From an optimization exercise on the open Yosys and OpenROAD flow, aimed at small area, a short achievable clock period and few clock cycles; shortcuts taken in it are not production practice.
At most, simulation tests tie the RTL to the original design; equivalence was not proved.
Only the layout flow was run in runs 2 to 7; the RTL was not checked for function there.
Power and IR drop assume default switching activity.

==> design.v <==
`timescale 1ns/10ps
module ELA(clk, rst, in_data, data_rd, req, wen, addr, data_wr, done);
	input				clk;
	input				rst;
	input		[7:0]	in_data;
	input		[7:0]	data_rd;
	output				req;
	output		reg		wen;
	output	reg	[9:0]	addr;
	output	reg	[7:0]	data_wr;
	output				done;
	reg [1:0]state, next_state;
	parameter IDLE = 2'b00;
	parameter READ = 2'b01;
	parameter CAL = 2'b10;
	parameter FINISH = 2'b11;
	reg [4:0]i;
	reg [4:0]j;
	reg [2:0]process;
    reg [7:0]min;
	reg ok;
	reg [7:0]data_tmp[0:5];
    reg [8:0]ans_tmp;
	wire [9:0]pos;
    wire [7:0]min1;
    wire [7:0]min2;
    wire [7:0]min3;
    assign min1 = (data_tmp[5] > data_tmp[0]) ? (data_tmp[5] - data_tmp[0]) : (data_tmp[0] - data_tmp[5]);  
    assign min2 = (data_tmp[3] > data_tmp[2]) ? (data_tmp[3] - data_tmp[2]) : (data_tmp[2] - data_tmp[3]);  
    assign min3 = (data_tmp[4] > data_tmp[1]) ? (data_tmp[4] - data_tmp[1]) : (data_tmp[1] - data_tmp[4]);  
	assign pos = (j << 5) + i;
	assign req = (next_state == READ) ? 1'd1 : 1'd0;
	assign done = (state == FINISH) ? 1'd1 : 1'd0;
	always@(posedge clk or posedge rst)begin
		if(rst)
			state <= IDLE;
		else 
			state <= next_state;
	end
	always@(*)begin
		if(rst)
			next_state = IDLE;
		else begin
			case(state)
				IDLE:
					next_state = READ;
				READ:begin
					if( pos == 991 ) next_state = CAL;
					else next_state = READ;  
				end
				CAL:begin
					if( j == 31 ) next_state = FINISH;
					else next_state = CAL;
				end 
				FINISH:
					next_state = FINISH;
				default:    next_state = IDLE;
			endcase
		end 
	end
	always@(posedge clk or posedge rst)begin	
		if(rst)begin
			i <= 0;
			j <= 0;
			ok <= 0;
			wen <= 0;
			addr <= 0;
			data_wr <= 0;
			process <= 0;
            min <= 255;
            data_tmp[5] <= 0;
            data_tmp[4] <= 0;
            data_tmp[3] <= 0;
            data_tmp[2] <= 0;
            data_tmp[1] <= 0;
            data_tmp[0] <= 0;
		end
		else begin
			if(state == READ)begin
				wen <= 1;
				addr <= pos;
				data_wr <= in_data;
				if(i == 31 && j == 30) begin
					j <= 1;
					i <= 0;
				end 
				else if(i == 31)begin
					j <= j + 5'd2;
					i <= 0;
				end
				else
					i <= i + 5'd1;
			end
			else if(state == CAL)begin
				if(ok == 1)begin
					wen <= 1;
					if(i == 31)begin
						j <= j + 5'd2;
						i <= 0;
						data_tmp[5] <= 0;
						data_tmp[4] <= 0;
						data_tmp[3] <= 0;
						data_tmp[2] <= 0;
						data_tmp[1] <= 0;
						data_tmp[0] <= 0;
					end
					else 
						i <= i + 5'd1;
					addr <= pos;
                    data_wr <= { 1'b0, ans_tmp[8:1] };
					ok <= 0;
				end
				else begin
					wen <= 0;
					case(process)
						0:begin
                            addr <= pos - 10'd32;
                            process <= process + 3'd1;
                        end
                        1:begin
                            addr <= pos + 10'd32;
                            data_tmp[3] <= data_rd;
                            process <= process + 3'd1;
                        end
                        2:begin
                            if(i == 5'd0)begin
                                data_tmp[4] <= data_rd;
                                data_tmp[5] <= data_tmp[3];
                                ans_tmp <= data_tmp[3] + data_rd;
                                ok <= 1;
                                process <= 0;
                            end
                            else if (i == 5'd31)begin
                                ans_tmp <= data_tmp[3] + data_tmp[2];
                                process <= 0;
                                ok <= 1;
                            end
                            else begin
                                addr <= pos - 10'd31;
                                data_tmp[2] <= data_rd;
                                process <= process + 3'd1;
                            end
                        end
                        3:begin
                            addr <= pos + 10'd33;
                            data_tmp[1] <= data_rd;
                            process <= process + 3'd1;
                        end
                        4:begin
                            data_tmp[0] <= data_rd;
                            min <= (min2 <= min3) ? min2 : min3;
                            ans_tmp <= (min2 <= min3) ? data_tmp[3] + data_tmp[2] : data_tmp[4] + data_tmp[1];
                            process <= process + 3'd1;
                        end
                        5:begin   
                            ans_tmp <= (min == min2 && min <= min1) ? ans_tmp : ((min >= min1) ? data_tmp[5] + data_tmp[0] : ans_tmp);
                            ok <= 1;
                            process <= 3'd6;
                        end
                        default:begin
                            data_tmp[5] <= data_tmp[3];
                            data_tmp[4] <= data_tmp[2];
                            data_tmp[3] <= data_tmp[1];
                            data_tmp[2] <= data_tmp[0];
                            addr <= pos - 10'd31;
                            process <= (i == 5'd31) ? 3'd2 : 3'd3;
                        end
					endcase
				end
			end
		end
	end
endmodule
==> run.sh <==
#!/bin/bash
# synth_recipe.tcl (not shown) runs the flow's synth.tcl, then flattens the netlist and writes it again
# the make line also repeats each setting of config.mk as NAME=value (left out here)
make -C /OpenROAD-flow-scripts/flow DESIGN_CONFIG=/design/flow/config.mk WORK_HOME=/design/flow/orfs CLKGATE_MAP_FILE= SYNTH_SCRIPT=/design/flow/synth_recipe.tcl finish
==> config.mk <==
export PLATFORM = sky130hd
export DESIGN_NAME = ELA
export DESIGN_NICKNAME = ELA
export VERILOG_FILES = /design/flow/design.v
export SDC_FILE = /design/flow/constraint.sdc
export NUM_CORES = 8
export LEC_CHECK = 0
export CAP_MARGIN = 20
export CORE_MARGIN = 2
export CORE_UTILIZATION = 40
export SLEW_MARGIN = 20
==> constraint.sdc <==
create_clock -name core_clock -period 5.0 [get_ports {clk}]
set_input_delay 1.0000 -clock core_clock [delete_from_list [all_inputs] [get_ports {clk}]]
set_output_delay 1.0000 -clock core_clock [all_outputs]
set_load 0.01 [all_outputs]
==> results of run 1 <==
==> flip-flops by register name (all words and copies together) (netlist names) <==
| register | cells |
|---|---|
| addr | 10 |
| ans_tmp | 8 |
| data_tmp | 48 |
| data_wr | 8 |
| i | 5 |
| j | 5 |
| min | 8 |
| ok | 1 |
| process | 3 |
| state | 2 |
| wen | 1 |
==> cell type report <==
| type | count | area share |
|---|---|---|
| multi-input cells | 858 | 0.594 |
| clock inverters | 5 | 0.00584 |
| diodes | 1 | 0.000243 |
| flip-flops and latches | 99 | 0.246 |
| repair buffers | 70 | 0.0603 |
| well taps | 285 | 0.0347 |
| inverters | 93 | 0.0342 |
| clock buffers | 11 | 0.0247 |
==> where the power goes <==
group / internal (W) / leakage, nW / total, W / switching, W
combinational: 0.000369 / 3.66 / 0.000843 / 0.000475
clock: 0.000420 / 0.151 / 0.000752 / 0.000332
sequential: 0.000880 / 1.08 / 0.000936 / 0.0000554
==> worst register-to-register path, cell delays in order (launching register included) <==
cell      delay, ps
dfrtp_1         410
inv_1            70
ha_1            130
inv_1            60
fa_1            390
nand3_1         100
a21oi_1          80
o22ai_2         400
mux2_2          420
or3_1           350
o21ai_0          90
a21oi_1          80
xnor2_1         190
ha_1            280
nand4_1         100
nor2_1           60
nand3_1          90
a211oi_1         60
and3_1          190
a31oi_1         660
==> kinds of logic after synthesis <==
family / count (synthesis)
multiplexers: 42
adder cells (fa/ha/maj): 122
AO/OA/AOI/OAI: 322
flip-flops: 99
AND/OR/NAND/NOR: 310
buffers and inverters: 145
XOR/XNOR: 62
==> worst paths after layout <==
path                                      from              to  slack, ps  cells after the start
worst max-delay path            data_tmp[5][0]      ans_tmp[4]        420                     19
worst min-delay path                   addr[1]         addr[1]        480                      2
worst max register to register  data_tmp[5][0]      ans_tmp[4]        420                     19
worst min register to register         addr[1]         addr[1]        480                      2
max in group asynchronous                  rst  data_tmp[2][1]       2900                      3
min in group asynchronous                  rst        state[1]       1310                      2
==> Yosys cell counts (all sizes together) (5+ instances only) <==
cell,number,area share
a21oi,68,0.037
nor2,65,0.028
dfstp,8,0.023
and3,5,0.0034
fa,11,0.024
a21o,33,0.027
o22ai,5,0.0041
nand4,13,0.0088
o21bai,14,0.011
ha,111,0.15
xnor2,44,0.042
o21ai,98,0.054
clkbuf,30,0.012
xor2,18,0.017
a211oi,30,0.027
edfxtp,8,0.026
buf,22,0.015
nor3,17,0.0092
mux2i,30,0.033
inv,93,0.038
a31oi,7,0.0064
o31ai,13,0.011
and2,5,0.0034
mux2,12,0.015
nand3,11,0.0060
o211ai,11,0.0095
dfrtp,83,0.23
nand2,156,0.063
nor2b,9,0.0061
nand2b,12,0.0081
==> layer usage <==
metal / global-route usage / wire (um)
met5: 0 / 0
met4: 0.0751 / 725
met3: 0.0425 / 1580
met2: 0.366 / 12200
met1: 0.303 / 12200
==> stage by stage <==
| step | cell area (um2) | total power [W] |
|---|---|---|
| after detailed placement | 9960 | 0.00179 |
| after global placement | 9960 | 0.00178 |
| after CTS | 10300 | 0.00255 |
| final | 10300 | 0.00253 |
| after global routing | 10300 | 0.00268 |
| after floorplan | 9230 | 0.00149 |
==> out/qor.csv, run 1 <==
stage;metric;value;unit
finish;final_nets;1271;
die;fp.coreArea;0.0226;mm2
drt;vias;7894;
die;fp.dieH;156;um
drt;antenna_left;0;
sta;finalSetupViolations;0;
critical_path;crit_type;reg2reg;
synthesis;synth_top_family_by_area;compound AO/OA/AOI/OAI gates;
drt;drt-total-wl;26700;um
pwr;power_density;246;mW/mm2
synthesis;yosysSeqAreaShare;0.274;
synthesis;ys_ff_latch;99;
finish;final_common_cell;nand2_1;
critical_path;cpMaxStageDelayCell;a31oi_1;
critical_path;crit_family;compound AO/OA/AOI/OAI gates;
die;initial_utilization;0.407;
synthesis;yosys.area_share.xor_xnor;0.0589;
grt;antenna_found_initial;1;
critical_path;critical_path.endpoint_type;register;
cts;clkSinkCount;99;
synthesis;postSynth.asyncResetShare;0.919;
finish;final_cell_mix;nand2_1, ha_1, o21ai_0;
cts;worstSkewPairLatency;360;ps
die;die_w;156;um
sta;fin_hold_ws;480;ps
synthesis;synth_nets;1242;
drt;viasPerCell;5.55;
synthesis;synth_compound_area_frac;0.228;
sta;drv_slew;0;
critical_path;cp_num_buf_inv;2;
sta;finClkSkew;14.1;ps
pwr;ir_drop;0.000148;V
cts;numCtsBuffers;9;
sta;tightestPinTransition;1010;ps
sta;max_freq;219;MHz
finish;post-route-util;0.454;
hold_path;hp-class;reg2reg;
synthesis;synth_edf_count;8;
grt;grt_usage;0.226;
synthesis;syn-instance-count;1102;
critical_path;critical_path_required;4980;ps
cts;cts.clk_slew.worst_paths;70;ps
placement;place_ws;298;ps
grt;grt_pass1_vias;7658;
finish;multiInputGateArea;0.00611;mm2
finish;nFillCells;2260;
cts;cts-hold-fix-buffers;0;
sta;min_period_over_period;0.915;
placement;port_buffers;38;
synthesis;synthFlopType;dfrtp_1;
synthesis;ys_warn_count;2;
synthesis;synthSimpleGateAreaFrac;0.151;
cts;cts_setup_buffers;0;
run;drv_cap;0;
critical_path;path_cells;inv_1, ha_1, inv_1, fa_1, nand3_1, a21oi_1, o22ai_2, mux2_2, or3_1, o21ai_0, a21oi_1, xnor2_1, ha_1, nand4_1, nor2_1, nand3_1, a211oi_1, and3_1, a31oi_1;
drt;drc;0;
die;num_rows;55;
sta;slew_headroom;0.322;
die;die_area;0.0243;mm2
sta;setup_tns;0;ps
cts;h-tree-depth;3;
synthesis;synth.avg_cell_area;8.37;um2
critical_path;critPathMaxStageDelay;660;ps
synthesis;synth.distinct_cells;82;
critical_path;cp_max_fo;9;
placement;routabilityCongestion;0.957;
synthesis;synth_fa_ha_area_frac;0.174;
drt;drt-initial-drc-count;446;
synthesis;syn_area;0.00923;mm2
critical_path;crit_arrival;4560;ps
sta;finalHoldViolations;0;
pwr;power_leakage;4.89;nW
grt;overflow;0;
die;io_pins;39;
finish;area_growth_syn_to_layout;11.5;%
cts;cts_resized;0;
grt;grt_first_pass_wirelength;42500;um
finish;drive_above_1_share;0.0827;
grt;grt_max_degree;61;
synthesis;muxShareOfSynthArea;0.0480;
outcome;status;timing/DRC/antenna clean;
sta;fin_crit;4580;ps
sta;fin_ws;424;ps
finish;seqCellArea;0.00253;mm2
finish;fin_cells;1422;
drt;first_pass_iters;6;
placement;dp_hpwl;21400;um
cts;root_buffer;clkbuf_16;
cts;cts_buffer_depth;2;
sta;rsz0062_at_grt;no;
placement;placedCellCount;1405;
cts;cts_tree;yes;
drt;wire_per_inst;18.8;um
critical_path;worstSetupStartpointType;register;
Testbench counts, summed over its fixed seeds: cycles 92,800.
==> run 2, diff against run 1 <==
==> design.v (replaced) <==
`timescale 1ns/10ps
module ELA(clk, rst, in_data, data_rd, req, wen, addr, data_wr, done);
	input				clk;
	input				rst;
	input		[7:0]	in_data;
	input		[7:0]	data_rd;
	output	reg			req;
	output	reg			wen;
	output	reg	[9:0]	addr;
	output	reg	[7:0]	data_wr;
	output	reg			done;
	reg			main, go, vld;
	reg			s0, s1, s2;
	reg	[4:0]	k;
	reg	[3:0]	j;
	reg	[7:0]	an, a1, a2, bn, b1, b2;
	reg	[7:0]	dreg, sreg, bd, bs;
	wire [7:0] x = s1 ? a2 : an;
	wire [7:0] y = s2 ? b2 : bn;
	wire [8:0] sum = x + y;
	wire [7:0] dxy = x - y;
	wire [7:0] dyx = y - x;
	wire [7:0] ad = (x > y) ? dxy : dyx;
	wire lt = dreg < bd;
	wire edge_col = s2 ? (k[4:1] == 4'd0) : (k == 5'd1 || k == 5'd2);
	wire upd = s1 | (lt & ~edge_col & (s2 | s0));
	wire [4:0] k1 = k + 5'd1;
	wire [3:0] jn = (k == 5'd31) ? j + 4'd1 : j;
	wire [3:0] jp1 = j + 4'd1;
	wire [3:0] jm1 = j - 4'd1;
	wire [4:0] km2 = k - 5'd2;
	always @(posedge clk) begin
		dreg <= ad;
		sreg <= sum[8:1];
		if (upd) begin
			bd <= dreg;
			bs <= sreg;
		end
		if (main & s0) begin
			an <= data_rd;
			a1 <= an;
			a2 <= a1;
			bn <= in_data;
			b1 <= bn;
			b2 <= b1;
		end
		data_wr <= s1 ? bs : in_data;
		if (!main) begin
			if (go) addr <= 10'd0;
			else addr <= {5'd0, k};
		end else if (s0)
			addr <= {jp1, 1'b0, k};
		else if (s1)
			addr <= {(k[4:1] == 4'd0) ? jm1 : j, 1'b1, km2};
		else
			addr <= {jn, 1'b0, k1};
	end
	always @(posedge clk or posedge rst) begin
		if (rst) begin
			main <= 1'b0;
			go <= 1'b0;
			vld <= 1'b0;
			s0 <= 1'b0;
			s1 <= 1'b0;
			s2 <= 1'b0;
			k <= 5'd0;
			j <= 4'd0;
			req <= 1'b1;
			wen <= 1'b0;
			done <= 1'b0;
		end else if (done) begin
			req <= 1'b0;
			wen <= 1'b0;
		end else if (!main) begin
			vld <= req & ~go;
			go <= vld & (k == 5'd31);
			if (vld) k <= k1;
			wen <= vld;
			req <= ~(vld & (k == 5'd30));
			if (go) begin
				main <= 1'b1;
				s0 <= 1'b1;
				req <= 1'b0;
				wen <= 1'b0;
			end
		end else begin
			s0 <= s2;
			s1 <= s0;
			s2 <= s1;
			req <= s1;
			if (s0) wen <= (j != 4'd15);
			else if (s1) wen <= 1'b1;
			else wen <= 1'b0;
			if (s2) begin
				k <= k1;
				j <= jn;
				if (j == 4'd15 && k == 5'd1) begin
					done <= 1'b1;
					main <= 1'b0;
				end
			end
		end
	end
endmodule
==> run 2 against run 1 <==
Still clean on timing, DRC and antenna. Hold slack got worse by 85 ps. Synthesized area fell by 43%. Wire length fell by 64%. Fmax rose by 49%. Combinational power fell by 93%. Power fell by 2.2%. Clock power rose by 82%. Global-route usage fell by 7.9 points. Critical endpoint is now dreg[2].
==> out/qor.csv, run 2 <==
stage;metric;value;unit;change
outcome;status;timing/DRC/antenna clean;;
synthesis;ys_ff_latch;116;;+17%
finish;fin_cells;659;;-54%
cts;clkSinkCount;116;;+17%
grt;grt_pass1_vias;3301;;-57%
sta;setup_tns;0;ps;unchanged
cts;numCtsBuffers;17;;+8
synthesis;synthTopCellsByCount;edfxtp_1, inv_1, ha_1, dfxtp_1, mux2i_1;;
sta;fin_crit;3060;ps;-1510 ps
sta;max_freq;327;MHz;+49%
synthesis;synth.distinct_cells;56;;-32%
synthesis;syn-instance-count;428;;-61%
critical_path;cp_max_fo;16;;+7
critical_path;crit_arrival;3390;ps;-1170 ps
finish;final_common_cell;edfxtp_1;;
cts;cts-hold-fix-buffers;0;;unchanged
finish;nFillCells;1135;;-50%
die;die_area;0.0142;mm2;-42%
grt;grt_first_pass_wirelength;16000;um;-62%
synthesis;synth_top_area_frac;0.363;;+0.138
cts;worstSkewPairLatency;410;ps;+50 ps
run;drv_cap;0;;unchanged
critical_path;critPathMaxStageDelay;840;ps;+180 ps
hold_path;hp-class;reg2reg;;
die;num_rows;42;;-24%
cts;cts_tree;yes;;
drt;drt-initial-drc-count;214;;-52%
pwr;power_density;380;mW/mm2;+54%
cts;cts_resized;0;;unchanged
placement;dp_hpwl;6530;um;-69%
cts;cts_setup_buffers;0;;unchanged
synthesis;synthFlopType;edfxtp_1;;
cts;cts_buffer_depth;2;;unchanged
synthesis;synth_nets;487;;-61%
synthesis;synthTopCellsByArea;edfxtp_1, dfxtp_1, ha_1;;
drt;drc;0;;unchanged
critical_path;crit_type;reg2reg;;
finish;diodes;0;;-1
synthesis;yosys.cell_count.top_type;edfxtp_1;;
grt;overflow;0;;unchanged
finish;final_nets;529;;-58%
synthesis;postSynth.asyncResetShare;0.155;;-0.764
grt;antenna_found_initial;0;;-1
sta;finClkSkew;9.99;ps;-4.15 ps
drt;viasPerCell;4.94;;-11%
finish;area_growth_syn_to_layout;23.1;%;
placement;port_buffers;38;;unchanged
placement;routabilityCongestion;0.820;;-14%
finish;final_cell_mix;edfxtp_1, inv_1, ha_1, clkdlybuf4s50_1, dfxtp_1;;
pwr;ir_drop;0.000262;V;+77%
sta;finalSetupViolations;0;;unchanged
grt;grt_max_degree;50;;-18%
critical_path;critical_path_required;5330;ps;+350 ps
sta;tightestPinTransition;1010;ps;-4.32 ps
sta;drv_slew;0;;unchanged
cts;h-tree-depth;4;;+1
synthesis;synth.avg_cell_area;12.4;um2;+48%
critical_path;critical_path.endpoint_type;register;;
die;fp.coreArea;0.0131;mm2;-42%
sta;rsz0062_at_grt;no;;
placement;placedCellCount;627;;-55%
drt;wire_per_inst;14.5;um;-23%
synthesis;yosysSeqAreaShare;0.577;;+0.303
critical_path;path_cells;mux2i_1, inv_1, ha_1, a21o_1, a211o_1, o21ai_4, mux2i_1, xor2_1;;
critical_path;worstSetupStartpointType;register;;
pwr;power_leakage;2.69;nW;-45%
finish;drive_above_1_share;0.110;;+0.0270
sta;slew_headroom;0.327;;+0.00427
synthesis;syn_area;0.00529;mm2;-43%
finish;largest_register_ffs;10;;-79%
sta;fin_ws;1940;ps;+1510 ps
grt;grt_usage;0.147;;-0.0786
synthesis;synth_edf_count;64;;+56
die;initial_utilization;0.404;;-0.00308
drt;antenna_left;0;;unchanged
critical_path;critPathMostFrequentCell;mux2i_1;;
finish;regMostFlops;addr;;
drt;drt-total-wl;9530;um;-64%
synthesis;ys_warn_count;1;;-1
die;die_w;119;um;-24%
drt;vias;3258;;-59%
cts;cts.clk_slew.worst_paths;60;ps;about the same
die;fp.dieH;119;um;-24%
sta;finalHoldViolations;0;;unchanged
critical_path;cpMaxStageDelayCell;dfrtp_1;;
sta;min_period_over_period;0.612;;-0.303
synthesis;synth.largest_area_cell;edfxtp_1;;
drt;first_pass_iters;4;;-2
placement;place_ws;1980;ps;+1690 ps
die;io_pins;39;;unchanged
cts;root_buffer;clkbuf_16;;
-- run 2: cell count changes after synthesis, moves of 24 or more --
cell / previous run / this run
a211oi_1: 27 / 3
a21o_1: 33 / 4
a21oi_1: 67 / 23
dfrtp_1: 83 / 17
dfxtp_1: 0 / 34
edfxtp_1: 8 / 64
ha_1: 111 / 38
inv_1: 92 / 40
nand2_1: 156 / 19
nor2_1: 63 / 20
o21ai_0: 94 / 20
xnor2_1: 44 / 14
-- run 2: through the flow --
stage	area, um2	utilization	power [W]	hold WS (ps)
final	6520	0.498	0.00248	396
after global routing	6520	0.498	0.00256	408
after CTS	6520	0.498	0.00251	401
after detailed placement	5830	0.446	0.00112	389
after global placement	5830	0.446	0.00112	387
after floorplan	5290	-	0.00108	386
-- run 2: final cells by class --
cell class	count	area, um2	area share
Clock inverter	7	166	0.0255
Timing Repair Buffer	40	395	0.0607
Inverter	40	150	0.0230
Multi-Input combinational cell	255	2010	0.309
Clock buffer	25	517	0.0793
Sequential cell	116	3050	0.469
Tap cell	176	220	0.0338
-- run 2: cell families (layout without fill, tap and decap cells) --
| kind of cell | after synthesis | after routing | synth area share |
|---|---|---|---|
| AO/OA/AOI/OAI | 83 | 83 | 0.104 |
| XOR/XNOR | 20 | 20 | 0.0331 |
| adder cells (fa/ha/maj) | 41 | 41 | 0.101 |
| buffers and inverters | 57 | 112 | 0.0442 |
| flip-flops | 116 | 116 | 0.577 |
| multiplexers | 36 | 36 | 0.0707 |
| AND/OR/NAND/NOR | 75 | 75 | 0.0693 |
-- run 2: worst paths after layout --
path                       depth (start not counted)       to  slack, ps     from
max                                                8  dreg[2]       1940       s1
min                                                0    bs[6]        400  sreg[6]
max reg2reg                                        8  dreg[2]       1940       s1
min reg2reg                                        0    bs[6]        400  sreg[6]
max in group asynchronous                          2     k[3]       3520      rst
min in group asynchronous                          2     j[0]       1020      rst
-- run 2: critical path: cells and delay by family (launching register included) --
| family | cells | cell delay, ps |
|---|---|---|
| adder cells (fa/ha/maj) | 1 | 450 |
| multiplexers | 2 | 580 |
| AO/OA/AOI/OAI | 3 | 840 |
| XOR/XNOR | 1 | 180 |
| buffers and inverters | 1 | 90 |
| flip-flops | 1 | 840 |
-- run 2: report_power, final --
group / leakage [nW] / internal [W] / switching (W)
registers: 1.11 / 0.00103 / 0.00000777
clock network: 0.329 / 0.000968 / 0.000406
logic: 1.25 / 0.0000333 / 0.0000288
-- run 2: per-layer routing --
layer  up-vias  track usage  wire length [um]
met5         -            0                 0
met4         0       0.0841               261
met3        23       0.0421               432
met2        78        0.238              4620
met1      1546        0.175              4220
li1       1611            -                 -
==> run 3, diff against run 2 <==
--- a/config.mk
+++ b/config.mk
@@ -8,4 +8,5 @@
 export CAP_MARGIN = 20
 export CORE_MARGIN = 2
 export CORE_UTILIZATION = 40
+export SETUP_SLACK_MARGIN = 2.5
 export SLEW_MARGIN = 20
==> run 3 against run 2 <==
Cell area up 3.1%. Cell count up 1.7%. Clock skew down 3.1 ps. Sequential share of layout area down 1.3 points. Sequential power about the same. Power down 8.9%. Largest cell class unchanged. Clock power down 16%. Critical path depth up 1. Via count up 1.4%.
==> out/qor.csv, run 3 <==
stage;metric;value;unit;change
critical_path;cp_max_fo;8;;-8
drt;drt-total-wl;10100;um;+6.1%
drt;vias;3304;;+1.4%
run;drv_cap;0;;unchanged
synthesis;yosysSeqAreaShare;0.577;;unchanged
synthesis;yosys.cell_count.top_type;edfxtp_1;;
synthesis;synth_top_area_frac;0.363;;unchanged
die;fp.dieH;119;um;unchanged
grt;antenna_found_initial;0;;unchanged
synthesis;synth.distinct_cells;56;;unchanged
cts;cts.clk_slew.worst_paths;50;ps;about the same
drt;drc;0;;unchanged
synthesis;synth.avg_cell_area;12.4;um2;unchanged
cts;root_buffer;clkbuf_16;;
die;initial_utilization;0.404;;unchanged
synthesis;synthTopCellsByArea;edfxtp_1, dfxtp_1, ha_1;;
cts;cts_buffer_depth;2;;unchanged
critical_path;cpMaxStageDelayCell;dfrtp_4;;
synthesis;postSynth.asyncResetShare;0.155;;unchanged
cts;h-tree-depth;4;;unchanged
sta;fin_hold_ws;399;ps;+3.12 ps
sta;max_freq;402;MHz;+23%
finish;area_growth_syn_to_layout;26.9;%;
sta;tightestPinTransition;754;ps;-256 ps
cts;clkSinkCount;116;;unchanged
sta;min_period_over_period;0.497;;-0.115
synthesis;ys_warn_count;1;;unchanged
synthesis;synthTopCellsByCount;edfxtp_1, inv_1, ha_1, dfxtp_1, mux2i_1;;
sta;setup_tns;0;ps;unchanged
pwr;ir_drop;0.000221;V;-16%
cts;numCtsBuffers;17;;unchanged
critical_path;worstSetupStartpointType;register;;
placement;port_buffers;38;;unchanged
sta;finalSetupViolations;0;;unchanged
drt;antenna_left;0;;unchanged
finish;regMostFlops;addr;;
cts;cts-hold-fix-buffers;0;;unchanged
drt;drt-initial-drc-count;266;;+24%
placement;routabilityCongestion;0.843;;+2.8%
synthesis;synth_nets;487;;unchanged
finish;final_common_cell;edfxtp_1;;
critical_path;crit_type;reg2reg;;
grt;overflow;0;;unchanged
drt;wire_per_inst;15.1;um;+4.3%
die;die_w;119;um;unchanged
finish;diodes;0;;unchanged
grt;grt_usage;0.155;;+0.00803
synthesis;syn_area;0.00529;mm2;unchanged
critical_path;crit_family;multiplexers;;
die;num_rows;42;;unchanged
sta;drv_slew;0;;unchanged
drt;first_pass_iters;4;;unchanged
grt;grt_max_degree;50;;unchanged
die;fp.coreArea;0.0131;mm2;unchanged
sta;slew_headroom;0.497;;+0.170
synthesis;synth.largest_area_cell;edfxtp_1;;
finish;drive_above_1_share;0.186;;+0.0765
die;die_area;0.0142;mm2;unchanged
critical_path;crit_arrival;2820;ps;-570 ps
finish;largest_register_ffs;10;;unchanged
synthesis;synthFlopType;edfxtp_1;;
sta;rsz0062_at_grt;yes;;
critical_path;critPathMaxStageDelay;560;ps;-280 ps
grt;grt_pass1_vias;3339;;+1.2%
synthesis;synth_edf_count;64;;unchanged
critical_path;path_cells;buf_8, buf_6, mux2_4, ha_4, and4_2, a31oi_2, o21ai_4, mux2i_1, xor2_1;;
synthesis;ys_ff_latch;116;;unchanged
cts;worstSkewPairLatency;410;ps;about the same
sta;finalHoldViolations;0;;unchanged
cts;cts_tree;yes;;
hold_path;hp-class;reg2reg;;
finish;final_cell_mix;edfxtp_1, inv_1, clkdlybuf4s50_1;;
sta;fin_crit;2480;ps;-577 ps
outcome;status;timing/DRC/antenna clean;;
critical_path;critical_path.endpoint_type;register;;
die;io_pins;39;;unchanged
finish;final_nets;540;;+2.1%
drt;viasPerCell;4.93;;-0.25%
synthesis;syn-instance-count;428;;unchanged
critical_path;cp_num_buf_inv;2;;+1
grt;grt_first_pass_wirelength;16800;um;+5.0%
pwr;power_leakage;2.68;nW;-0.16%
critical_path;critical_path_required;5340;ps;about the same
pwr;power_density;336;mW/mm2;-12%
placement;dp_hpwl;6570;um;+0.65%
sta;finClkSkew;6.94;ps;-3.06 ps
## run 3: cell count changes in the layout (fill, tap and decap cells not counted), sizes merged
cell	change
clkinvlp	-1
buf	+11
clkinv	+2
bufinv	-5
dlymetal6s2s	+1
clkbuf	+4
clkdlybuf4s50	-1
## run 3: logic make-up (layout without fill, tap and decap cells)
logic type      Yosys count  count (layout)  synth area share
flops                   116             116             0.577
xor+xnor                 20              20            0.0331
buf+inv                  57             123            0.0442
fa+ha+maj                41              41             0.101
compound gates           83              83             0.104
mux                      36              36            0.0707
simple gates             75              75            0.0693
## run 3: layer usage
metal / part of all wire / vias to the layer above / GRT usage
li1: - / 1630 / -
met1: 0.45 / 1577 / 0.190
met2: 0.49 / 75 / 0.245
met3: 0.034 / 22 / 0.0541
met4: 0.025 / 0 / 0.0744
met5: 0 / - / 0
## run 3: report_power, final
group          switching, W  leakage [nW]  total [W]  internal [W]
combinational     0.0000310          1.29  0.0000659     0.0000348
sequential       0.00000776          1.10    0.00104       0.00103
clock              0.000397         0.289    0.00115      0.000752
total              0.000436          2.68    0.00226       0.00182
## run 3: cell type report
cell class	count	area, um2
tap	176	220
timing repair buffer	51	495
clock inverter	3	15.0
sequential	116	3060
inverter	40	150
multi-input combinational	255	2210
fill	1126	6370
clock buffer	29	562
## run 3: path summary, 6_finish.rpt
kind	start	to	slack (ps)	depth (start not counted)
max in group asynchronous	rst	s1	3420	2
min in group asynchronous	rst	go	1030	2
worst max-delay path	s1	dreg[2]	2520	9
worst min-delay path	sreg[4]	bs[4]	400	0
worst max register to register	s1	dreg[2]	2520	9
worst min register to register	sreg[4]	bs[4]	400	0
## run 3: through the flow
stage / setup slack, ps / power (W) / std cells / area (um2) / util
floorplan: 2460 / 0.00108 / 428 / 5310 / -
global placement: 1920 / 0.00112 / 626 / 5830 / 0.445
detailed placement: 1830 / 0.00112 / 626 / 5830 / 0.445
CTS: 2450 / 0.00229 / 667 / 6570 / 0.502
global route: 2390 / 0.00233 / 670 / 6720 / 0.513
finish: 2520 / 0.00226 / 670 / 6720 / 0.513
## run 3: worst reg2reg max path, delay by kind of cell (launching register included)
kind                     cells  cell delay, ps
AND/OR/NAND/NOR              1             220
AO/OA/AOI/OAI                2             270
buffers and inverters        2             320
flip-flops                   1             560
XOR/XNOR                     1             170
adder cells (fa/ha/maj)      1             300
multiplexers                 2             570
## run 3: timing repair
action                     in CTS  in global routing
gates resized for setup        23                 26
pin swaps                       2                  4
setup buffers                   9                  3
setup endpoints to repair      30                 28
hold endpoints to repair        0                  0
==> run 4, diff against run 3 <==
--- a/config.mk
+++ b/config.mk
@@ -8,5 +8,6 @@
 export CAP_MARGIN = 20
 export CORE_MARGIN = 2
 export CORE_UTILIZATION = 40
-export SETUP_SLACK_MARGIN = 2.5
+export CTS_BUF_LIST = sky130_fd_sc_hd__clkbuf_4
+export CTS_CLUSTER_SIZE = 40
 export SLEW_MARGIN = 20
==> run 4 against run 3 <==
Still clean on timing, DRC and antenna. Global-route usage down 1.2 points. First-iteration DRC count down 17%. Critical path type unchanged. Register-to-register slack worse by 560 ps.
==> out/qor.csv, run 4 <==
stage;metric;value;unit;change
synthesis;ys_warn_count;1;;unchanged
grt;busiest_layer;met2;;
sta;min_period_over_period;0.608;;+0.111
die;initial_utilization;0.404;;unchanged
cts;numCtsBuffers;17;;unchanged
sta;tightestPinTransition;1030;ps;+280 ps
run;drv_cap;0;;unchanged
critical_path;critical_path_required;5400;ps;+60 ps
synthesis;synth.avg_cell_area;12.4;um2;unchanged
grt;grtUsageMet3;0.0493;;-0.00479
placement;dp_hpwl;6530;um;-0.65%
critical_path;crit_family;flip-flops;;
synthesis;yosysSeqAreaShare;0.577;;unchanged
sta;finalSetupViolations;0;;unchanged
synthesis;synthFlopType;edfxtp_1;;
finish;post-route-util;0.473;;-0.0399
die;io_pins;39;;unchanged
grt;overflow;0;;unchanged
synthesis;synth.distinct_cells;56;;unchanged
drt;first_pass_iters;4;;unchanged
cts;cts_setup_buffers;0;;-9
die;num_rows;42;;unchanged
critical_path;critical_path.endpoint_type;register;;
sta;setup_tns;0;ps;unchanged
die;fp.coreArea;0.0131;mm2;unchanged
grt;grtUsageMet1;0.170;;-0.0200
sta;drv_slew;0;;unchanged
cts;cts_resized;0;;-100%
die;fp.dieH;119;um;unchanged
critical_path;cp_max_fo;16;;+8
grt;grt_first_pass_wirelength;15600;um;-6.8%
synthesis;synth_edf_count;64;;unchanged
finish;final_common_cell;edfxtp_1;;
outcome;status;timing/DRC/antenna clean;;
pwr;ir_drop;0.000227;V;+2.9%
grt;gr-usage-met2;0.233;;-0.0115
hold_path;hp-class;reg2reg;;
cts;h-tree-depth;4;;unchanged
critical_path;cp_num_buf_inv;1;;-1
pwr;power_leakage;2.55;nW;-5.1%
synthesis;syn-instance-count;428;;unchanged
synthesis;yosys.cell_count.top_type;edfxtp_1;;
synthesis;postSynth.asyncResetShare;0.155;;unchanged
die;die_w;119;um;unchanged
cts;worstSkewPairLatency;530;ps;+120 ps
synthesis;synth.largest_area_cell;edfxtp_1;;
critical_path;critPathMaxStageDelay;860;ps;+300 ps
sta;finClkSkew;22.5;ps;+15.6 ps
synthesis;synthTopCellsByArea;edfxtp_1, dfxtp_1, ha_1;;
grt;antenna_found_initial;0;;unchanged
synthesis;synth_nets;487;;unchanged
drt;wire_per_inst;14.3;um;-5.1%
finish;drive_above_1_share;0.108;;-0.0786
critical_path;worstSetupStartpointType;register;;
cts;cts.clk_slew.worst_paths;110;ps;+60 ps
synthesis;syn_area;0.00529;mm2;unchanged
finish;diodes;0;;unchanged
finish;largest_register_ffs;10;;unchanged
critical_path;crit_arrival;3450;ps;+630 ps
placement;routabilityCongestion;0.820;;-2.7%
finish;final_cell_mix;edfxtp_1, inv_1, ha_1, clkdlybuf4s50_1, dfxtp_1;;
finish;final_nets;529;;-2.0%
critical_path;cpMaxStageDelayCell;dfrtp_1;;
cts;root_buffer;clkbuf_4;;
grt;grt_pass1_vias;3268;;-2.1%
sta;rsz0062_at_grt;no;;
cts;clkSinkCount;116;;unchanged
cts;cts_buffer_depth;2;;unchanged
sta;max_freq;329;MHz;-18%
synthesis;ys_ff_latch;116;;unchanged
critical_path;crit_type;reg2reg;;
cts;cts_tree;yes;;
placement;port_buffers;38;;unchanged
finish;regMostFlops;addr;;
drt;viasPerCell;4.94;;+0.13%
drt;drt-initial-drc-count;221;;-17%
critical_path;path_cells;mux2i_1, inv_1, fa_1, nand2b_1, a21oi_1, o21ba_2, or4_1, o311ai_0;;
die;die_area;0.0142;mm2;unchanged
synthesis;synth_top_area_frac;0.363;;unchanged
grt;grt_max_degree;50;;unchanged
drt;drt-total-wl;9440;um;-6.6%
synthesis;synthTopCellsByCount;edfxtp_1, inv_1, ha_1, dfxtp_1, mux2i_1;;
finish;area_growth_syn_to_layout;17.1;%;
grt;grt_usage;0.143;;-0.0118
drt;vias;3254;;-1.5%
sta;fin_crit;3040;ps;+556 ps
drt;drc;0;;unchanged
sta;finalHoldViolations;0;;unchanged
sta;slew_headroom;0.311;;-0.186
cts;cts-hold-fix-buffers;0;;unchanged
drt;antenna_left;0;;unchanged
pwr;power_density;315;mW/mm2;-6.2%
## run 4: cell count changes in the layout (fill, tap and decap cells not counted), moves of 7 or more
| cell | change |
|---|---|
| buf_4 | -8 |
| ha_1 | +8 |
| clkbuf_16 | -18 |
| mux2i_1 | +10 |
| clkbuf_4 | +20 |
| clkbuf_8 | -7 |
## run 4: path summary, 6_finish.rpt
kind                          from  endpoint  slack [ps]  cells after the start
min in group asynchronous      rst      j[1]         880                      2
max                             s1   sreg[5]        1960                      8
max in group asynchronous      rst      k[3]        3660                      2
min                        sreg[6]     bs[6]         400                      0
min reg2reg                sreg[6]     bs[6]         400                      0
max reg2reg                     s1   sreg[5]        1960                      8
## run 4: per-layer routing
| layer | vias up | wire length (um) |
|---|---|---|
| li1 | 1616 | - |
| met1 | 1550 | 4210 |
| met2 | 77 | 4650 |
| met3 | 11 | 439 |
| met4 | 0 | 138 |
| met5 | - | 0 |
## run 4: cells by family after synthesis
family          after synthesis  synth area share
simple gates                 75            0.0693
fa+ha+maj                    41             0.101
flops                       116             0.577
mux                          36            0.0707
compound gates               83             0.104
buf+inv                      57            0.0442
xor+xnor                     20            0.0331
## run 4: worst register-to-register path: stages, from the launching register on
cell	delay, ps
dfrtp_1	860
mux2i_1	470
inv_1	200
fa_1	470
nand2b_1	90
a21oi_1	80
o21ba_2	240
or4_1	390
o311ai_0	120
## run 4: cell type report
| cell class | instances | area (um2) |
|---|---|---|
| Timing Repair Buffer | 40 | 395 |
| Clock inverter | 12 | 211 |
| Tap cell | 176 | 220 |
| Fill cell | 1173 | 6890 |
| Sequential cell | 116 | 3050 |
| Multi-Input combinational cell | 255 | 2010 |
| Inverter | 40 | 150 |
| Clock buffer | 20 | 150 |
## run 4: power by group
| part | internal, W | switching [W] | leakage [nW] |
|---|---|---|---|
| registers | 0.00103 | 0.00000787 | 1.11 |
| clock network | 0.000509 | 0.000342 | 0.187 |
| logic | 0.0000333 | 0.0000290 | 1.25 |
| total | 0.00157 | 0.000379 | 2.55 |
## run 4: stage by stage
step	cells	cell area, um2	total power [W]	hold slack [ps]	setup slack [ps]
2_1_floorplan	428	5290	0.00108	386	2130
3_3_place_gp	627	5830	0.00112	387	2040
3_5_place_dp	627	5830	0.00112	389	1980
4_1_cts	659	6190	0.00198	403	1950
5_1_grt	659	6190	0.00203	418	1750
6_report	659	6190	0.00195	400	1960
==> run 5, diff against run 4 <==
==> design.v (replaced) <==
`timescale 1ns/10ps
module ELA(clk, rst, in_data, data_rd, req, wen, addr, data_wr, done);
	input				clk;
	input				rst;
	input		[7:0]	in_data;
	input		[7:0]	data_rd;
	output	reg			req;
	output	reg			wen;
	output	reg	[9:0]	addr;
	output	reg	[7:0]	data_wr;
	output	reg			done;
	reg			main, vld;
	reg			s0, s1, s2;
	reg	[4:0]	k;
	reg	[3:0]	j;
	reg	[7:0]	xr, v, yr, p, q;
	reg	[7:0]	dreg, sreg, bd, bs;
	wire [8:0] sum = xr + yr;
	wire [8:0] dif = {1'b0, xr} - {1'b0, yr};
	wire [7:0] ad = dif[8] ? -dif[7:0] : dif[7:0];
	wire lt = dreg < bd;
	wire edge_col = (k == 5'd1) || (k == 5'd2);
	wire upd = s1 | (lt & ~edge_col & (s2 | s0));
	wire [4:0] k1 = k + 5'd1;
	always @(posedge clk) begin
		dreg <= ad;
		sreg <= sum[8:1];
		if (upd) begin
			bd <= dreg;
			bs <= sreg;
		end
		if (s0) begin
			xr <= v;
			v <= xr;
		end else if (s1)
			xr <= data_rd;
		if (s0)
			yr <= data_wr;
		else if (s1)
			yr <= q;
		else
			yr <= p;
		if (s1) begin
			p <= yr;
			q <= p;
		end
		data_wr <= s1 ? bs : in_data;
		addr[4:0] <= s1 ? k - 5'd2 : k;
		addr[5] <= s1;
		if (!main)
			addr[9:6] <= 4'd0;
		else if (s2)
			addr[9:6] <= j + 4'd1;
		else if (s1 && k[4:1] == 4'd0)
			addr[9:6] <= j - 4'd1;
		else
			addr[9:6] <= j;
	end
	always @(posedge clk or posedge rst) begin
		if (rst) begin
			main <= 1'b0;
			vld <= 1'b0;
			s0 <= 1'b0;
			s1 <= 1'b0;
			s2 <= 1'b0;
			k <= 5'd0;
			j <= 4'd0;
			req <= 1'b1;
			wen <= 1'b0;
			done <= 1'b0;
		end else if (done) begin
			req <= 1'b0;
			wen <= 1'b0;
		end else if (!main) begin
			vld <= req;
			if (vld) k <= k1;
			wen <= vld;
			if (vld && k == 5'd31) begin
				main <= 1'b1;
				s2 <= 1'b1;
				req <= 1'b0;
			end
		end else begin
			s0 <= s2;
			s1 <= s0;
			s2 <= s1;
			req <= s0;
			if (s1) begin
				k <= k1;
				if (k == 5'd31) j <= j + 4'd1;
			end
			if (s2) begin
				wen <= (j != 4'd15);
				if (j == 4'd15 && k == 5'd2) begin
					done <= 1'b1;
					main <= 1'b0;
					wen <= 1'b0;
				end
			end else
				wen <= s1;
		end
	end
endmodule
--- a/config.mk
+++ b/config.mk
@@ -8,6 +8,4 @@
 export CAP_MARGIN = 20
 export CORE_MARGIN = 2
 export CORE_UTILIZATION = 40
-export CTS_BUF_LIST = sky130_fd_sc_hd__clkbuf_4
-export CTS_CLUSTER_SIZE = 40
 export SLEW_MARGIN = 20
==> run 5 against run 4 <==
Still clean on timing, DRC and antenna. Critical path depth is 7 lower. Fmax grew 21%. Power down 14%. Combinational power shrank 51%. Clock power is 13% lower. Synthesized cell count fell by 12%. Sequential power decreased by 12%. Register-to-register slack improved by 790 ps. Non-clock buffer count shrank 1. Hold slack improved by 4.1 ps. Setup slack improved by 540 ps. Cell count fell by 15%. Critical endpoint is now done. Largest cell class unchanged. Highest routed layer unchanged.
==> out/qor.csv, run 5 <==
stage;metric;value;unit;change
drt;drt-initial-drc-count;202;;-8.6%
synthesis;synth_nets;428;;-12%
die;fp.dieH;112;um;-5.9%
drt;antenna_left;0;;unchanged
critical_path;crit_family;buffers and inverters;;
critical_path;crit_type;reg2out;;
sta;slew_headroom;0.311;;+0.000768
pwr;power_density;307;mW/mm2;-2.6%
sta;setup_tns;0;ps;unchanged
critical_path;path_cells;clkdlybuf4s50_1;;
synthesis;synth_top_area_frac;0.309;;-0.0544
synthesis;synthTopCellsByArea;edfxtp_1, dfxtp_1, ha_1;;
grt;antenna_found_initial;0;;unchanged
finish;largest_register_ffs;10;;unchanged
cts;numCtsBuffers;9;;-8
cts;cts_tree;yes;;
critical_path;critical_path.endpoint_type;primary output;;
hold_path;min_delay_path_depth;0;;unchanged
drt;wire_per_inst;13.9;um;-2.8%
run;drv_cap;0;;unchanged
synthesis;yosysSeqAreaShare;0.580;;+0.00322
die;num_rows;39;;-7.1%
critical_path;cpMaxStageDelayCell;clkdlybuf4s50_1;;
sta;min_period_over_period;0.501;;-0.107
drt;vias;2664;;-18%
pwr;ir_drop;0.000367;V;+61%
finish;area_growth_syn_to_layout;17.5;%;
grt;grt_usage;0.137;;-0.00607
critical_path;crit_arrival;1500;ps;-1950 ps
sta;fin_crit;2500;ps;-537 ps
drt;viasPerCell;4.76;;-3.7%
sta;finClkSkew;4.57;ps;-18.0 ps
finish;final_common_cell;edfxtp_1;;
outcome;status;timing/DRC/antenna clean;;
drt;drt-total-wl;7790;um;-17%
synthesis;synth_edf_count;48;;-25%
pwr;total_power;0.00168;W;-14%
sta;fin_hold_ws;404;ps;+4.07 ps
finish;diodes;0;;unchanged
synthesis;synthTopCellsByCount;edfxtp_1, dfxtp_1, ha_1, inv_1, nor2_1;;
placement;port_buffers;38;;unchanged
synthesis;synth.avg_cell_area;12.4;um2;+0.67%
synthesis;yosys.cell_count.top_type;edfxtp_1;;
die;fp.coreArea;0.0114;mm2;-13%
grt;grt_pass1_vias;2689;;-18%
grt;overflow;0;;unchanged
die;die_area;0.0125;mm2;-11%
cts;root_buffer;clkbuf_16;;
critical_path;critical_path_required;4000;ps;-1400 ps
critical_path;cp_max_fo;11;;-5
synthesis;synth.largest_area_cell;edfxtp_1;;
finish;final_cell_mix;edfxtp_1, dfxtp_1, clkdlybuf4s50_1;;
cts;cts_resized;0;;unchanged
synthesis;synth.distinct_cells;55;;-1.8%
synthesis;syn-instance-count;375;;-12%
sta;tightestPinTransition;1030;ps;-1.15 ps
sta;max_freq;399;MHz;+21%
hold_path;hp-class;reg2reg;;
synthesis;ys_warn_count;1;;unchanged
finish;multiInputGateArea;0.00176;mm2;-12%
die;die_w;112;um;-5.9%
cts;worstSkewPairLatency;350;ps;-180 ps
critical_path;reg2regPathDepth;9;;+1
cts;h-tree-depth;3;;-1
cts;cts-hold-fix-buffers;0;;unchanged
synthesis;postSynth.asyncResetShare;0.159;;+0.00371
finish;final_nets;465;;-12%
drt;first_pass_iters;4;;unchanged
drt;drc;0;;unchanged
cts;cts.clk_slew.worst_paths;70;ps;-40 ps
grt;grt_max_degree;48;;-4.0%
critical_path;worstSetupStartpointType;register;;
sta;rsz0062_at_grt;no;;
synthesis;syn_area;0.00467;mm2;-12%
die;initial_utilization;0.409;;+0.00434
critical_path;cp.depth;1;;-7
sta;finalSetupViolations;0;;unchanged
critical_path;cp_num_buf_inv;1;;unchanged
finish;nFillCells;1029;;-12%
sta;finalHoldViolations;0;;unchanged
critical_path;critPathMaxStageDelay;600;ps;-260 ps
cts;cts_buffer_depth;2;;unchanged
finish;drive_above_1_share;0.120;;+0.0122
synthesis;synthFlopType;edfxtp_1;;
cts;clkSinkCount;107;;-7.8%
placement;dp_hpwl;5420;um;-17%
placement;routabilityCongestion;0.764;;-6.8%
pwr;power_leakage;2.19;nW;-14%
grt;grt_first_pass_wirelength;13500;um;-13%
synthesis;ys_ff_latch;107;;-7.8%
sta;drv_slew;0;;unchanged
die;io_pins;39;;unchanged
finish;seqCellArea;0.00271;mm2;-11%
cts;cts_setup_buffers;0;;unchanged
finish;regMostFlops;addr;;
[run 5: area by class of cell]
class / count / share of cell area
Clock buffer: 12 / 0.0470
Clock inverter: 4 / 0.0100
Inverter: 34 / 0.0233
Multi-Input combinational cell: 221 / 0.322
Sequential cell: 107 / 0.494
Tap cell: 143 / 0.0326
Timing Repair Buffer: 39 / 0.0708
[run 5: worst reg2reg max path: stages (launching register included)]
cell      delay (ps)
edfxtp_1         420
inv_1             80
ha_1             150
inv_1             50
fa_1             430
a211oi_4         250
o21ai_1          100
a21oi_1          190
o21bai_2         130
mux2_1           340
[run 5: through the flow]
stage | setup slack (ps) | utilization | area [um2] | std cells
after global placement | 2770 | 0.453 | 5170 | 544
final | 2500 | 0.480 | 5480 | 560
after detailed placement | 2710 | 0.453 | 5170 | 544
after floorplan | 2860 | - | 4670 | 375
after global routing | 2430 | 0.480 | 5480 | 560
after CTS | 2500 | 0.480 | 5480 | 560
[run 5: worst paths after layout]
path / startpoint / endpoint / slack, ps
max in group asynchronous: rst / s1 / 3480
min reg2reg: sreg[0] / bs[0] / 400
min: sreg[0] / bs[0] / 400
max: done / done / 2500
min in group asynchronous: rst / done / 1050
max reg2reg: xr[0] / dreg[1] / 2750
[run 5: cells by family after synthesis]
logic type / Yosys count / synth area share
XOR/XNOR: 29 / 0.0560
AO/OA/AOI/OAI: 54 / 0.0807
adder cells (fa/ha/maj): 35 / 0.0971
buffers and inverters: 47 / 0.0416
multiplexers: 30 / 0.0700
flip-flops: 107 / 0.580
AND/OR/NAND/NOR: 73 / 0.0743
[run 5: report_power, final]
| part | internal (W) | total [W] | switching (W) |
|---|---|---|---|
| Combinational | 0.0000215 | 0.0000303 | 0.00000886 |
| Sequential | 0.000912 | 0.000914 | 0.00000230 |
| Clock | 0.000423 | 0.000737 | 0.000314 |
[run 5: per-layer routing]
layer / track usage / routed length, um
met1: 0.185 / 3790
met2: 0.211 / 3610
met3: 0.0529 / 297
met4: 0.0341 / 94
met5: 0 / 0
==> run 6, diff against run 5 <==
--- a/config.mk
+++ b/config.mk
@@ -8,4 +8,5 @@
 export CAP_MARGIN = 20
 export CORE_MARGIN = 2
 export CORE_UTILIZATION = 40
+export SETUP_SLACK_MARGIN = 3.0
 export SLEW_MARGIN = 20
==> run 6 against run 5 <==
Still clean. First-iteration DRC count decreased by 36%. Cell count increased by 1.4%. Clock power decreased by 2%. Cell area increased by 2.3%. Fmax increased by 15%. Die area unchanged. Clock skew increased by 4.8 ps.
==> out/qor.csv, run 6 <==
stage;metric;value;unit;change
synthesis;yosys.cell_count.top_type;edfxtp_1;;
synthesis;synth.distinct_cells;55;;unchanged
cts;cts.clk_slew.worst_paths;80;ps;about the same
critical_path;worstSetupStartpointType;register;;
drt;vias;2712;;+1.8%
placement;routabilityCongestion;0.760;;-0.63%
die;fp.coreArea;0.0114;mm2;unchanged
critical_path;path_cells;inv_1, ha_1, inv_1, fa_2, a211oi_4, o21bai_1, a21oi_2, xor2_2, a31oi_1, xnor2_1;;
hold_path;min_delay_path_depth;0;;unchanged
pwr;p_int;0.00131;W;-3.2%
sta;tightestPinTransition;658;ps;-375 ps
critical_path;r2r_end;dreg[7];;
cts;root_buffer;clkbuf_16;;
run;drv_cap;0;;unchanged
grt;gr-usage-met2;0.211;;unchanged
finish;diodes;0;;unchanged
critical_path;cpMaxStageDelayCell;edfxtp_1;;
cts;cts_buffer_depth;2;;unchanged
synthesis;syn_area;0.00467;mm2;unchanged
sta;slew_headroom;0.561;;+0.250
finish;final_nets;473;;+1.7%
hold_path;hold_start;sreg[1];;
pwr;p_sw;0.000349;W;+7.1%
synthesis;ys_warn_count;1;;unchanged
grt;grt_first_pass_wirelength;13000;um;-3.9%
synthesis;synthTopCellsByCount;edfxtp_1, dfxtp_1, ha_1, inv_1, nor2_1;;
grt;grtUsageMet3;0.0502;;-0.00270
hold_path;hold_end;bs[1];;
finish;final_common_cell;edfxtp_1;;
synthesis;synth_top_area_frac;0.309;;unchanged
pwr;pwr-share-seq;0.549;;+0.006
sta;finClkSkew;9.33;ps;+4.76 ps
synthesis;ys_ff_latch;107;;unchanged
critical_path;critical_path_required;5240;ps;+1240 ps
grt;grt_usage;0.133;;-0.00384
synthesis;muxShareOfSynthArea;0.0700;;unchanged
grt;grtUsageMet1;0.173;;-0.0121
synthesis;synth.avg_cell_area;12.4;um2;unchanged
sta;rsz0062_at_grt;yes;;
sta;finalSetupViolations;0;;unchanged
pwr;power_density;296;mW/mm2;-3.4%
grt;grt_pass1_vias;2642;;-1.7%
die;num_rows;39;;unchanged
critical_path;reg2reg_setup_slack;2830;ps;+80 ps
synthesis;synth_top_family_by_area;adder cells;;
sta;drv_slew;0;;unchanged
grt;busiest_layer;met2;;
critical_path;critPathMaxStageDelay;400;ps;-200 ps
drt;wire_per_inst;13.8;um;-0.55%
sta;min_period_over_period;0.435;;-0.0659
synthesis;synthSimpleGateAreaFrac;0.0743;;unchanged
finish;drive_above_1_share;0.181;;+0.0613
drt;antenna_left;0;;unchanged
sta;finalHoldViolations;0;;unchanged
drt;drt-total-wl;7860;um;+0.87%
critical_path;reg2regPathDepth;10;;+1
finish;final_cell_mix;edfxtp_1, dfxtp_1, inv_1;;
critical_path;crit_type;reg2reg;;
synthesis;synth_nets;428;;unchanged
synthesis;synth_fa_ha_area_frac;0.0971;;unchanged
synthesis;syn-instance-count;375;;unchanged
die;fp.dieH;112;um;unchanged
synthesis;yosys.area_share.xor_xnor;0.0560;;unchanged
grt;antenna_found_initial;0;;unchanged
drt;drc;0;;unchanged
synthesis;yosysSeqAreaShare;0.580;;unchanged
cts;cts_tree;yes;;
sta;fin_crit;2170;ps;-329 ps
synthesis;synthTopCellsByArea;edfxtp_1, dfxtp_1, ha_1;;
cts;h-tree-depth;3;;unchanged
synthesis;synth_compound_area_frac;0.0807;;unchanged
die;die_w;112;um;unchanged
sta;max_freq;460;MHz;+15%
critical_path;critical_path.endpoint_type;register;;
pwr;comb_power_share;0.017;;about the same
grt;overflow;0;;unchanged
finish;area_growth_syn_to_layout;20.2;%;
synthesis;synth.largest_area_cell;edfxtp_1;;
drt;drt-initial-drc-count;130;;-36%
die;die_area;0.0125;mm2;unchanged
finish;regMostFlops;addr;;
sta;setup_tns;0;ps;unchanged
hold_path;hp-class;reg2reg;;
cts;cts-hold-fix-buffers;0;;unchanged
grt;grt_max_degree;48;;unchanged
outcome;status;timing/DRC/antenna clean;;
drt;viasPerCell;4.77;;+0.37%
synthesis;postSynth.asyncResetShare;0.159;;unchanged
critical_path;r2r-start;xr[0];;
placement;port_buffers;38;;unchanged
pwr;power_leakage;2.32;nW;+6.0%
pwr;clock_power_share;0.433;;-0.005
drt;first_pass_iters;4;;unchanged
pwr;p_sw_frac;0.210;;+0.0162
critical_path;crit_arrival;2420;ps;+920 ps
die;initial_utilization;0.409;;unchanged
sta;fin_hold_ws;400;ps;-4.40 ps
die;io_pins;39;;unchanged
synthesis;synth_edf_count;48;;unchanged
cts;numCtsBuffers;9;;unchanged
cts;clkSinkCount;107;;unchanged
finish;largest_register_ffs;10;;unchanged
critical_path;cp_max_fo;3;;-8
synthesis;synthFlopType;edfxtp_1;;
placement;dp_hpwl;5340;um;-1.5%
critical_path;critPathMostFrequentCell;inv_1;;
pwr;ir_drop;0.000269;V;-27%
cts;worstSkewPairLatency;350;ps;about the same
-- run 6: logic make-up (layout without fill, tap and decap cells) --
group	after synthesis	after routing
xor+xnor	29	29
buf+inv	47	97
compound gates	54	54
simple gates	73	73
fa+ha+maj	35	35
mux	30	30
flops	107	107
-- run 6: repair_timing --
action,4_1_cts,5_1_grt
setup buffers,4,4
resized for setup,29,19
pin swaps,5,8
endpoints found under the setup margin,47,34
-- run 6: worst max-delay path by stage --
stage / start / depth (start not counted) / to / slack, ps
finish: xr[0] / 10 / dreg[7] / 2830
global route: xr[0] / 9 / dreg[1] / 2730
CTS: done / 1 / done / 2740
detailed placement: xr[0] / 10 / dreg[7] / 2820
global placement: xr[0] / 10 / dreg[7] / 2900
floorplan: xr[0] / 10 / dreg[7] / 2980
-- run 6: area by class of cell --
class                           instances  area (um2)
Clock buffer                           10         250
Clock inverter                          6        58.8
Fill cell                            1030        5810
Inverter                               34         128
Multi-Input combinational cell        221        1820
Sequential cell                       107        2720
Tap cell                              143         179
Timing Repair Buffer                   47         455
-- run 6: power groups by stage --
stage / Sequential [W] / Combinational [W] / Clock (W)
after floorplan: 0.000934 / 0.00000761 / 0
after global placement: 0.000933 / 0.0000310 / 0
after detailed placement: 0.000933 / 0.0000312 / 0
after CTS: 0.000913 / 0.0000291 / 0.000746
after global routing: 0.000913 / 0.0000311 / 0.000779
final: 0.000913 / 0.0000284 / 0.000720
-- run 6: stage by stage --
| stage | setup slack, ps | instances | total power (W) | utilization | area, um2 |
|---|---|---|---|---|---|
| global placement | 2900 | 544 | 0.000964 | 0.453 | 5170 |
| finish | 2830 | 568 | 0.00166 | 0.491 | 5610 |
| CTS | 2740 | 564 | 0.00169 | 0.484 | 5520 |
| global route | 2730 | 568 | 0.00172 | 0.491 | 5610 |
| detailed placement | 2820 | 544 | 0.000964 | 0.453 | 5170 |
| floorplan | 2980 | 375 | 0.000942 | - | 4670 |
-- run 6: worst max-delay path, delay by kind of cell (launching register included) --
family	cells	cell delay, ps
AO/OA/AOI/OAI	4	680
XOR/XNOR	2	300
adder cells (fa/ha/maj)	2	540
buffers and inverters	2	140
flip-flops	1	400
-- run 6: metal layers --
layer | part of all wire | vias to the layer above
li1 | - | 1390
met1 | 0.48 | 1268
met2 | 0.46 | 46
met3 | 0.039 | 8
met4 | 0.013 | 0
met5 | 0 | -
==> run 7, diff against run 6 <==
--- a/config.mk
+++ b/config.mk
@@ -8,5 +8,8 @@
 export CAP_MARGIN = 20
 export CORE_MARGIN = 2
 export CORE_UTILIZATION = 40
+export CTS_BUF_LIST = sky130_fd_sc_hd__clkbuf_8
+export CTS_CLUSTER_DIAMETER = 500
+export CTS_CLUSTER_SIZE = 100
 export SETUP_SLACK_MARGIN = 3.0
 export SLEW_MARGIN = 20
==> run 7 against run 6 <==
Clock power decreased by 22%. Setup slack got worse by 26 ps. Cell count stayed put. Clock-buffer cell count down 1. Register-to-register slack lost 30 ps. Sequential power is essentially flat. Wire length shrank 1.2%. Critical path type unchanged. Synthesized area unchanged. Cell area fell by 1.8%. Still clean. Clock skew rose by 6.0 ps.
==> out/qor.csv, run 7 <==
stage;metric;value;unit;change
outcome;status;timing/DRC/antenna clean;;
drt;drt-total-wl;7770;um;-1.2%
critical_path;worstSetupStartpointType;register;;
synthesis;synth.distinct_cells;55;;unchanged
synthesis;synthTopCellsByArea;edfxtp_1, dfxtp_1, ha_1;;
pwr;power_density;272;mW/mm2;-8.0%
cts;worstSkewPairLatency;380;ps;+30 ps
cts;cts.clk_slew.worst_paths;110;ps;+30 ps
drt;first_pass_iters;4;;unchanged
sta;max_freq;455;MHz;-1.2%
finish;multiInputGateArea;0.00183;mm2;+0.55%
sta;finalSetupViolations;0;;unchanged
critical_path;path_cells;inv_1, ha_2, inv_2, fa_2, a211oi_4, o21bai_1, a21oi_2, xor2_2, a31oi_1, xnor2_1;;
drt;antenna_left;0;;unchanged
grt;grt_pass1_vias;2665;;+0.87%
cts;clkSinkCount;107;;unchanged
die;io_pins;39;;unchanged
cts;cts_buffer_depth;2;;unchanged
pwr;total_power;0.00150;W;-9.7%
finish;final_cell_mix;edfxtp_1, dfxtp_1, inv_1;;
die;die_area;0.0125;mm2;unchanged
critical_path;cpMaxStageDelayCell;edfxtp_1;;
grt;grt_first_pass_wirelength;13000;um;about the same
sta;slew_headroom;0.558;;-0.00318
finish;area_growth_syn_to_layout;18.1;%;
finish;final_common_cell;edfxtp_1;;
die;num_rows;39;;unchanged
sta;drv_slew;0;;unchanged
synthesis;synth_top_area_frac;0.309;;unchanged
synthesis;synth_nets;428;;unchanged
finish;postLayoutCellArea;0.00551;mm2;-1.8%
sta;tightestPinTransition;662;ps;+4.77 ps
die;die_w;112;um;unchanged
synthesis;synth.avg_cell_area;12.4;um2;unchanged
die;initial_utilization;0.409;;unchanged
cts;cts_tree;yes;;
critical_path;critical_path_required;5280;ps;+40 ps
synthesis;yosys.cell_count.top_type;edfxtp_1;;
cts;cts-hold-fix-buffers;0;;unchanged
synthesis;syn_area;0.00467;mm2;unchanged
die;fp.dieH;112;um;unchanged
finish;regMostFlops;addr;;
sta;finalHoldViolations;0;;unchanged
placement;placed_area;0.00517;mm2;unchanged
placement;port_buffers;38;;unchanged
cts;root_buffer;clkbuf_8;;
synthesis;ys_ff_latch;107;;unchanged
hold_path;hp-class;reg2reg;;
critical_path;reg2reg_setup_slack;2800;ps;-30 ps
grt;busiest_layer;met2;;
grt;antenna_found_initial;0;;unchanged
finish;largest_register_ffs;10;;unchanged
grt;gr-usage-met2;0.212;;+0.00162
synthesis;ys_warn_count;1;;unchanged
finish;fin_cells;568;;unchanged
cts;h-tree-depth;3;;unchanged
critical_path;cp_max_fo;3;;unchanged
grt;grtUsageMet3;0.0470;;-0.00324
critical_path;crit_type;reg2reg;;
pwr;ir_drop;0.000201;V;-25%
sta;fin_hold_ws;405;ps;+4.90 ps
drt;wire_per_inst;13.7;um;-1.2%
placement;routabilityCongestion;0.760;;unchanged
sta;fin_crit;2200;ps;+25.8 ps
finish;nFillCells;1052;;+2.1%
cts;numCtsBuffers;9;;unchanged
sta;min_period_over_period;0.440;;+0.00515
finish;final_nets;473;;unchanged
drt;drt-initial-drc-count;159;;+22%
sta;rsz0062_at_grt;yes;;
pwr;power_leakage;2.24;nW;-3.7%
sta;setup_tns;0;ps;unchanged
finish;seqCellArea;0.00272;mm2;+0.23%
synthesis;syn-instance-count;375;;unchanged
synthesis;postSynth.asyncResetShare;0.159;;unchanged
drt;vias;2699;;-0.48%
synthesis;synth_edf_count;48;;unchanged
finish;diodes;0;;unchanged
sta;finClkSkew;15.4;ps;+6.03 ps
grt;grtUsageMet1;0.170;;-0.00251
die;fp.coreArea;0.0114;mm2;unchanged
synthesis;synthFlopType;edfxtp_1;;
critical_path;crit_arrival;2480;ps;+60 ps
critical_path;critical_path.endpoint_type;register;;
drt;drc;0;;unchanged
placement;placedCellCount;544;;unchanged
synthesis;yosysSeqAreaShare;0.580;;unchanged
finish;drive_above_1_share;0.221;;+0.0400
run;drv_cap;0;;unchanged
grt;overflow;0;;unchanged
drt;viasPerCell;4.75;;-0.48%
grt;grt_max_degree;48;;unchanged
placement;dp_hpwl;5340;um;unchanged
synthesis;synth.largest_area_cell;edfxtp_1;;
synthesis;synthTopCellsByCount;edfxtp_1, dfxtp_1, ha_1, inv_1, nor2_1;;
critical_path;critPathMaxStageDelay;400;ps;about the same
grt;grt_usage;0.132;;-0.00108
## run 7: cell counts after synthesis
Identical to the previous run, type by type.
## run 7: worst paths after layout
check	from	depth (start not counted)	to
min in group asynchronous	rst	2	k[3]
worst max-delay path	xr[0]	10	dreg[7]
max in group asynchronous	rst	2	s1
worst min register to register	sreg[1]	0	bs[1]
worst min-delay path	sreg[1]	0	bs[1]
worst max register to register	xr[0]	10	dreg[7]
## run 7: power breakdown
part	switching (W)	internal (W)	total (W)
registers	0.00000200	0.000912	0.000914
logic	0.00000907	0.0000191	0.0000282
clock network	0.000314	0.000245	0.000559
total	0.000325	0.00118	0.00150
## run 7: stage by stage
step                      utilization  setup WS, ps
after CTS                       0.476          2870
after detailed placement        0.453          2820
final                           0.483          2800
after floorplan                     -          2980
after global routing            0.483          2710
after global placement          0.453          2900
## run 7: final cells by class
| class | count | area share |
|---|---|---|
| clock inverter | 7 | 0.0161 |
| multi-input combinational | 221 | 0.333 |
| timing repair buffer | 47 | 0.0792 |
| sequential | 107 | 0.494 |
| inverter | 34 | 0.0232 |
| tap | 143 | 0.0325 |
| clock buffer | 9 | 0.0225 |
## run 7: cells by family (layout without fill, tap and decap cells)
| group | count (synthesis) | count (layout) | synth area share |
|---|---|---|---|
| compound gates | 54 | 54 | 0.0807 |
| xor+xnor | 29 | 29 | 0.0560 |
| fa+ha+maj | 35 | 35 | 0.0971 |
| buf+inv | 47 | 97 | 0.0416 |
| flops | 107 | 107 | 0.580 |
| mux | 30 | 30 | 0.0700 |
| simple gates | 73 | 73 | 0.0743 |
## run 7: critical path, delay by kind of cell (launching register included)
kind	cells	cell delay, ps
flops	1	400
xor+xnor	2	310
fa+ha+maj	2	580
buf+inv	2	120
compound gates	4	710
## run 7: layer usage
layer  share of wire  up-vias
li1                -     1380
met1            0.49     1270
met2            0.46       41
met3           0.035        8
met4           0.011        0
met5               0        -
## run 7: repair_timing
item                                    CTS  global route
pin swaps                                 6            15
buffers inserted                          4             4
endpoints found under the setup margin   48            41
gates resized for setup                  46            30

==> separate check: timing with driven ports <==
How much do the figures lean on ideal ports? The routed layouts below were timed once more, with nothing changed but the port constraints. Step 1 (the two cells are an assumption about what drives the block):
set clk [get_ports {clk}]
set_driving_cell -lib_cell sky130_fd_sc_hd__clkbuf_16 $clk
set_driving_cell -lib_cell sky130_fd_sc_hd__buf_2 [delete_from_list [all_inputs] $clk]
Step 2, shift: input delay + t, output delay - t, t = (earliest + latest rising clock arrival at the registers) / 2. This alone moves slack from input paths to output paths. Slacks: ideal / step 1 / step 2; pairs: ideal / step 1.
| run | t, ns | slack for setup (ns) | slew at the worst register clock pin (ns) | worst data-port slew with drivers (ns) |
|---|---|---|---|---|
| run 1 | 0.399 | 0.424 / 0.424 / 0.424 | 0.08 / 0.08 | 0.04 |
| run 2 | 0.447 | 1.938 / 1.938 / 1.938 | 0.06 / 0.06 | 0.03 |
| run 3 | 0.449 | 2.515 / 2.515 / 2.515 | 0.05 / 0.05 | 0.03 |
| run 4 | 0.549 | 1.960 / 1.960 / 1.960 | 0.11 / 0.11 | 0.03 |
| run 5 | 0.384 | 2.497 / 2.457 / 2.749 | 0.07 / 0.07 | 0.03 |
| run 6 | 0.386 | 2.826 / 2.826 / 2.826 | 0.08 / 0.08 | 0.03 |
| run 7 | 0.405 | 2.800 / 2.800 / 2.800 | 0.11 / 0.11 | 0.03 |
After both steps setup and hold are still met in every run listed.
